From an optimization exercise on the open Yosys and OpenROAD flow, aimed at small area and a short achievable clock period; shortcuts taken in it are not production practice.
RTL that was checked went through simulation tests only; none was proved equivalent to the original.

==> flow/design.v <==
module cordic_unit #(
    parameter int          SHIFT = 0,
    parameter logic [15:0] TAN   = 16'h0,
    parameter int          ZWI   = 16,
    parameter int          ZWO   = 16
) (
    input  logic                   clk,
    input  logic signed [15:0]     x_i,
    input  logic signed [15:0]     y_i,
    input  logic        [15:0]     z_i,
    output logic signed [15:0]     x_o,
    output logic signed [15:0]     y_o,
    output logic        [15:0]     z_o
);
    logic [ZWO-1:0] z_r;
    assign z_o = 16'(z_r);
    logic        neg;
    logic [15:0] ys, xs;
    assign neg = z_i[ZWI-1];
    assign ys  = 16'(y_i >>> SHIFT) ^ {16{~neg}};
    assign xs  = 16'(x_i >>> SHIFT) ^ {16{neg}};
    always_ff @(posedge clk) begin
        x_o <= x_i + ys + {15'd0, ~neg};
        y_o <= y_i + xs + {15'd0, neg};
        z_r <= neg ? ZWO'(z_i) + ZWO'(TAN) : ZWO'(z_i) - ZWO'(TAN);
    end
endmodule
module cordic (
    input  logic        clk,
    input  logic        rst_n,
    input  logic [15:0] angle_i,
    output logic [15:0] sine_o,
    output logic [15:0] cosine_o
);
    localparam int K = 5;
    function automatic int ZW(input int i);
        case (i)
            0: ZW = 16;  1: ZW = 14;  2: ZW = 14;  3: ZW = 13;  4: ZW = 12;
            5: ZW = 11;  6: ZW = 10;  7: ZW = 9;   8: ZW = 8;   9: ZW = 7;
            10: ZW = 6;  11: ZW = 5;  default: ZW = 4;
        endcase
    endfunction
    function automatic logic [15:0] TAN(input int i);
        case (i)
            0: TAN = 16'h2000;  1: TAN = 16'h12E4;  2: TAN = 16'h09FB;  3: TAN = 16'h0511;
            4: TAN = 16'h028B;  5: TAN = 16'h0145;  6: TAN = 16'h00a2;  7: TAN = 16'h0051;
            8: TAN = 16'h0028;  9: TAN = 16'h0014; 10: TAN = 16'h000a; 11: TAN = 16'h0005;
            12: TAN = 16'h0002; 13: TAN = 16'h0001; default: TAN = 16'h0000;
        endcase
    endfunction
    function automatic logic [31:0] START(input logic [K:0] idx);
        logic [31:0] xy;
        case (idx)
            6'd0: xy = 32'hf1f7_7f1e;
            6'd1: xy = 32'h01e7_7fe2;
            6'd2: xy = 32'h11b0_7eaa;
            6'd3: xy = 32'h2152_7b7a;
            6'd4: xy = 32'h2f70_76c5;
            6'd5: xy = 32'h3dda_6ff1;
            6'd6: xy = 32'h4b36_6770;
            6'd7: xy = 32'h5780_5d46;
            6'd8: xy = 32'h5d46_5780;
            6'd9: xy = 32'h6770_4b36;
            6'd10: xy = 32'h6ff1_3dda;
            6'd11: xy = 32'h76c5_2f70;
            6'd12: xy = 32'h7b7a_2152;
            6'd13: xy = 32'h7eaa_11b0;
            6'd14: xy = 32'h7fe2_01e7;
            6'd15: xy = 32'h7f1e_f1f7;
            6'd16: xy = 32'h80e4_f1f5;
            6'd17: xy = 32'h8020_01e5;
            6'd18: xy = 32'h8157_11ad;
            6'd19: xy = 32'h8485_2151;
            6'd20: xy = 32'h893a_2f6e;
            6'd21: xy = 32'h900e_3dda;
            6'd22: xy = 32'h988f_4b36;
            6'd23: xy = 32'ha2b9_5782;
            6'd24: xy = 32'ha880_5d46;
            6'd25: xy = 32'hb4ca_6772;
            6'd26: xy = 32'hc226_6ff1;
            6'd27: xy = 32'hd090_76c7;
            6'd28: xy = 32'hdeae_7b7a;
            6'd29: xy = 32'hee50_7eac;
            6'd30: xy = 32'hfe19_7fe2;
            6'd31: xy = 32'h0e09_7f20;
            6'd32: xy = 32'h0e0d_80e0;
            6'd33: xy = 32'hfe1b_801e;
            6'd34: xy = 32'hee52_8155;
            6'd35: xy = 32'hdeae_8485;
            6'd36: xy = 32'hd092_8939;
            6'd37: xy = 32'hc226_900f;
            6'd38: xy = 32'hb4ca_988e;
            6'd39: xy = 32'ha87e_a2ba;
            6'd40: xy = 32'ha2ba_a87e;
            6'd41: xy = 32'h988e_b4ca;
            6'd42: xy = 32'h900f_c226;
            6'd43: xy = 32'h8939_d092;
            6'd44: xy = 32'h8485_deae;
            6'd45: xy = 32'h8155_ee52;
            6'd46: xy = 32'h801e_fe1b;
            6'd47: xy = 32'h80e0_0e0d;
            6'd48: xy = 32'h7f20_0e09;
            6'd49: xy = 32'h7fe2_fe19;
            6'd50: xy = 32'h7eac_ee50;
            6'd51: xy = 32'h7b7a_deae;
            6'd52: xy = 32'h76c7_d090;
            6'd53: xy = 32'h6ff1_c226;
            6'd54: xy = 32'h6772_b4ca;
            6'd55: xy = 32'h5d46_a880;
            6'd56: xy = 32'h5782_a2b9;
            6'd57: xy = 32'h4b36_988f;
            6'd58: xy = 32'h3dda_900e;
            6'd59: xy = 32'h2f6e_893a;
            6'd60: xy = 32'h2151_8485;
            6'd61: xy = 32'h11ad_8157;
            6'd62: xy = 32'h01e5_8020;
            6'd63: xy = 32'hf1f5_80e4;
            default: xy = 32'h0;
        endcase
        START = xy;
    endfunction
    logic signed [13:0] z1;
    assign z1 = {~angle_i[13], angle_i[12:0]};
    logic d1, d2, d3, d4;
    logic [1:0] s2;
    logic [3:0] s3;
    logic [7:0] s4;
    assign d1 = z1[13];
    assign s2[0] = z1 < 15'sd4836;
    assign s2[1] = z1 < -15'sd4836;
    assign s3[0] = z1 < 15'sd7391;
    assign s3[1] = z1 < 15'sd2281;
    assign s3[2] = z1 < -15'sd2281;
    assign s3[3] = z1 < -15'sd7391;
    assign s4[0] = z1 < 15'sd8688;
    assign s4[1] = z1 < 15'sd6094;
    assign s4[2] = z1 < 15'sd3578;
    assign s4[3] = z1 < 15'sd984;
    assign s4[4] = z1 < -15'sd984;
    assign s4[5] = z1 < -15'sd3578;
    assign s4[6] = z1 < -15'sd6094;
    assign s4[7] = z1 < -15'sd8688;
    assign d2 = s2[d1];
    assign d3 = s3[{d1, d2}];
    assign d4 = s4[{d1, d2, d3}];
    logic [1:0]  q_r;
    logic        d1_r, d2_r, d3_r, d4_r;
    logic [13:0] z1_r;
    always_ff @(posedge clk) begin
        q_r  <= angle_i[15:14];
        d1_r <= d1;
        d2_r <= d2;
        d3_r <= d3;
        d4_r <= d4;
        z1_r <= z1;
    end
    logic [10:0] z5;
    logic [31:0] xy5;
    always_comb begin
        case ({d1_r, d2_r, d3_r, d4_r})
            4'd0: z5 = 11'(z1_r - 14'sd9339);
            4'd1: z5 = 11'(z1_r - 14'sd8037);
            4'd2: z5 = 11'(z1_r - 14'sd6745);
            4'd3: z5 = 11'(z1_r - 14'sd5443);
            4'd4: z5 = 11'(z1_r - 14'sd4229);
            4'd5: z5 = 11'(z1_r - 14'sd2927);
            4'd6: z5 = 11'(z1_r - 14'sd1635);
            4'd7: z5 = 11'(z1_r - 14'sd333);
            4'd8: z5 = 11'(z1_r + 14'sd333);
            4'd9: z5 = 11'(z1_r + 14'sd1635);
            4'd10: z5 = 11'(z1_r + 14'sd2927);
            4'd11: z5 = 11'(z1_r + 14'sd4229);
            4'd12: z5 = 11'(z1_r + 14'sd5443);
            4'd13: z5 = 11'(z1_r + 14'sd6745);
            4'd14: z5 = 11'(z1_r + 14'sd8037);
            4'd15: z5 = 11'(z1_r + 14'sd9339);
        endcase
    end
    assign xy5 = START({q_r, d1_r, d2_r, d3_r, d4_r});
    logic [15:0] x5_r, y5_r;
    logic [10:0] z5_r;
    always_ff @(posedge clk) begin
        x5_r <= xy5[31:16];
        y5_r <= xy5[15:0];
        z5_r <= z5;
    end
    wire [15:0] x_w [K:16];
    wire [15:0] y_w [K:16];
    wire [15:0] z_w [K:16];
    assign x_w[K] = x5_r;
    assign y_w[K] = y5_r;
    assign z_w[K] = {5'd0, z5_r};
    genvar i;
    generate
        for (i = K; i < 16; i++) begin : g_it
            cordic_unit #(.SHIFT(i), .TAN(TAN(i)), .ZWI(ZW(i)), .ZWO(ZW(i+1)))
            u (
                .clk (clk),
                .x_i (x_w[i]),
                .y_i (y_w[i]),
                .z_i (z_w[i]),
                .x_o (x_w[i+1]),
                .y_o (y_w[i+1]),
                .z_o (z_w[i+1])
            );
        end
    endgenerate
    assign sine_o   = y_w[16];
    assign cosine_o = x_w[16];
endmodule
module cordic_angle_acc (
    input  logic        clk,
    input  logic        rst_n,
    input  logic [7:0]  freq_i,
    output logic [15:0] angle_o
);
    localparam logic [35:0] C = 36'hC6980C68B;
    function automatic logic [43:0] TL(input logic [3:0] n);   
        case (n)
            4'd0: TL = 44'h00000000000;
            4'd1: TL = 44'h00c6980c68b;
            4'd2: TL = 44'h018d3018d16;
            4'd3: TL = 44'h0253c8253a1;
            4'd4: TL = 44'h031a6031a2c;
            4'd5: TL = 44'h03e0f83e0b7;
            4'd6: TL = 44'h04a7904a742;
            4'd7: TL = 44'h056e2856dcd;
            4'd8: TL = 44'h0634c063458;
            4'd9: TL = 44'h06fb586fae3;
            4'd10: TL = 44'h07c1f07c16e;
            4'd11: TL = 44'h088888887f9;
            4'd12: TL = 44'h094f2094e84;
            4'd13: TL = 44'h0a15b8a150f;
            4'd14: TL = 44'h0adc50adb9a;
            4'd15: TL = 44'h0ba2e8ba225;
        endcase
    endfunction
    function automatic logic [43:0] TH(input logic [3:0] n);   
        case (n)
            4'd0: TH = 44'h00000000000;
            4'd1: TH = 44'h0c6980c68b0;
            4'd2: TH = 44'h18d3018d160;
            4'd3: TH = 44'h253c8253a10;
            4'd4: TH = 44'h31a6031a2c0;
            4'd5: TH = 44'h3e0f83e0b70;
            4'd6: TH = 44'h4a7904a7420;
            4'd7: TH = 44'h56e2856dcd0;
            4'd8: TH = 44'h634c0634580;
            4'd9: TH = 44'h6fb586fae30;
            4'd10: TH = 44'h7c1f07c16e0;
            4'd11: TH = 44'h88888887f90;
            4'd12: TH = 44'h94f2094e840;
            4'd13: TH = 44'ha15b8a150f0;
            4'd14: TH = 44'hadc50adb9a0;
            4'd15: TH = 44'hba2e8ba2250;
        endcase
    endfunction
    logic [7:0]  f0, f1, f2;
    logic [1:0]  s_a;
    logic        c_a, c_b, c_lo;
    logic [15:0] inc_lo, inc_hi;
    logic [15:0] acc_lo, acc_hi;
    logic [43:0] u0h, u0l, u1h, u1l, u2h, u2l;
    logic [14:0] s0;
    logic [14:0] s1;
    logic [16:0] a_lo;
    assign u0h  = TH(f0[7:4]);
    assign u0l  = TL(f0[3:0]);
    assign u1h  = TH(f1[7:4]);
    assign u1l  = TL(f1[3:0]);
    assign u2h  = TH(f2[7:4]);
    assign u2l  = TL(f2[3:0]);
    assign s0   = {1'b0, u0h[13:0]} + {1'b0, u0l[13:0]};
    assign s1   = {1'b0, u1h[27:14]} + {1'b0, u1l[27:14]} + {14'd0, c_a};
    assign a_lo = {1'b0, acc_lo} + {1'b0, inc_lo};
    assign angle_o = acc_hi;
    always_ff @(posedge clk, negedge rst_n) begin
        if (!rst_n) begin
            f0     <= 0;
            f1     <= 0;
            f2     <= 0;
            s_a    <= 0;
            c_a    <= 0;
            inc_lo <= 0;
            c_b    <= 0;
            inc_hi <= 0;
            acc_lo <= 0;
            c_lo   <= 0;
            acc_hi <= 0;
        end else begin
            f0     <= freq_i;
            f1     <= f0;
            s_a    <= s0[13:12];
            c_a    <= s0[14];
            f2     <= f1;
            inc_lo <= {s1[13:0], s_a};
            c_b    <= s1[14];
            inc_hi <= u2h[43:28] + u2l[43:28] + {15'd0, c_b};
            acc_lo <= a_lo[15:0];
            c_lo   <= a_lo[16];
            acc_hi <= acc_hi + inc_hi + {15'd0, c_lo};
        end
    end
endmodule
module ddfs (
    input  logic        clk,
    input  logic        rst_n,
    input  logic [7:0]  freq_i,
    output logic [15:0] sine_o,
    output logic [15:0] cosine_o
);
    logic [15:0] angle;
    cordic_angle_acc ANG_ACC (
        .clk     (clk),
        .rst_n   (rst_n),
        .freq_i  (freq_i),
        .angle_o (angle)
    );
    cordic CORDIC_CORE (
        .clk      (clk),
        .rst_n    (rst_n),
        .angle_i  (angle),
        .sine_o   (sine_o),
        .cosine_o (cosine_o)
    );
endmodule
export LEC_CHECK = 0
export ABC_AREA = 1
export CAP_MARGIN = 20
export CORE_MARGIN = 2
export CORE_UTILIZATION = 45
export CTS_CLUSTER_DIAMETER = 100
export CTS_CLUSTER_SIZE = 30
export PLACE_DENSITY = 0.6
export SETUP_SLACK_MARGIN = 5
export SLEW_MARGIN = 20
create_clock -name core_clock -period 8.0 [get_ports {clk}]
run.sh (not shown) runs the stock make flow with config.mk's settings and CLKGATE_MAP_FILE= SYNTH_SCRIPT=/design/flow/synth_recipe.tcl, a recipe that flattens the netlist after the stock synthesis.
Change:
--- a/flow/design.v
+++ b/flow/design.v
@@ -13,16 +13,36 @@
     output logic        [15:0]     z_o
 );
     logic [ZWO-1:0] z_r;
     assign z_o = 16'(z_r);
+    function automatic logic [16:0] add16(input logic [15:0] a, input logic [15:0] b, input logic ci);
+        logic [15:0] g, p, G, P, c;
+        g = a & b;
+        p = a ^ b;
+        g[0] = g[0] | (p[0] & ci);
+        G = g;
+        P = p;
+        for (int l = 1; l < 16; l = l * 2)
+            for (int k = 2 * l - 1; k < 16; k = k + 2 * l) begin
+                G[k] = G[k] | (P[k] & G[k-l]);
+                P[k] = P[k] & P[k-l];
+            end
+        for (int l = 4; l >= 1; l = l / 2)
+            for (int k = 3 * l - 1; k < 16; k = k + 2 * l) begin
+                G[k] = G[k] | (P[k] & G[k-l]);
+                P[k] = P[k] & P[k-l];
+            end
+        c = {G[14:0], ci};
+        add16 = {G[15], p ^ c};
+    endfunction
     logic        neg;
     logic [15:0] ys, xs;
     assign neg = z_i[ZWI-1];
     assign ys  = 16'(y_i >>> SHIFT) ^ {16{~neg}};
     assign xs  = 16'(x_i >>> SHIFT) ^ {16{neg}};
     always_ff @(posedge clk) begin
-        x_o <= x_i + ys + {15'd0, ~neg};
-        y_o <= y_i + xs + {15'd0, neg};
+        x_o <= 16'(add16(x_i, ys, ~neg));
+        y_o <= 16'(add16(y_i, xs, neg));
         z_r <= neg ? ZWO'(z_i) + ZWO'(TAN) : ZWO'(z_i) - ZWO'(TAN);
     end
 endmodule
 module cordic (
What happened: Wire length decreases by about a fifth. Global-route usage decreases by 1.8 points. Maximum frequency climbs slightly. Non-clock buffer count climbs by 86. Clock skew grows by 0.0048 ns. Area after synthesis goes down by a few percent.
Only the layout flow was run in the second run of this note; the RTL was not checked for function there.

-- re-timing with driven ports --
No port has a modelled driver above. Below, the same layouts with a new extraction and two added sets of constraints.
Step 1 assumes that a clkbuf_16 drives the clock port and a buf_2 every other input.
Step 2 moves the port delays by t, midway between the first and last clock arrival at a register: inputs arrive t later, outputs are due t later. That takes back most of the time a late clock gives input paths.
a / b / c = ideal / step 1 / step 2; a / b = the first two.
| run | t, ns | setup WS [ns] | latest minus earliest clock arrival (ns) | pins driven straight from the clock port |
|---|---|---|---|---|
| the first run | 0.689 | 5.119 / 5.106 / 5.119 | 0.038 / 0.037 | 1 |
| the second run | 0.682 | 5.140 / 5.090 / 5.140 | 0.043 / 0.042 | 1 |
After both steps every run listed still meets setup and hold.
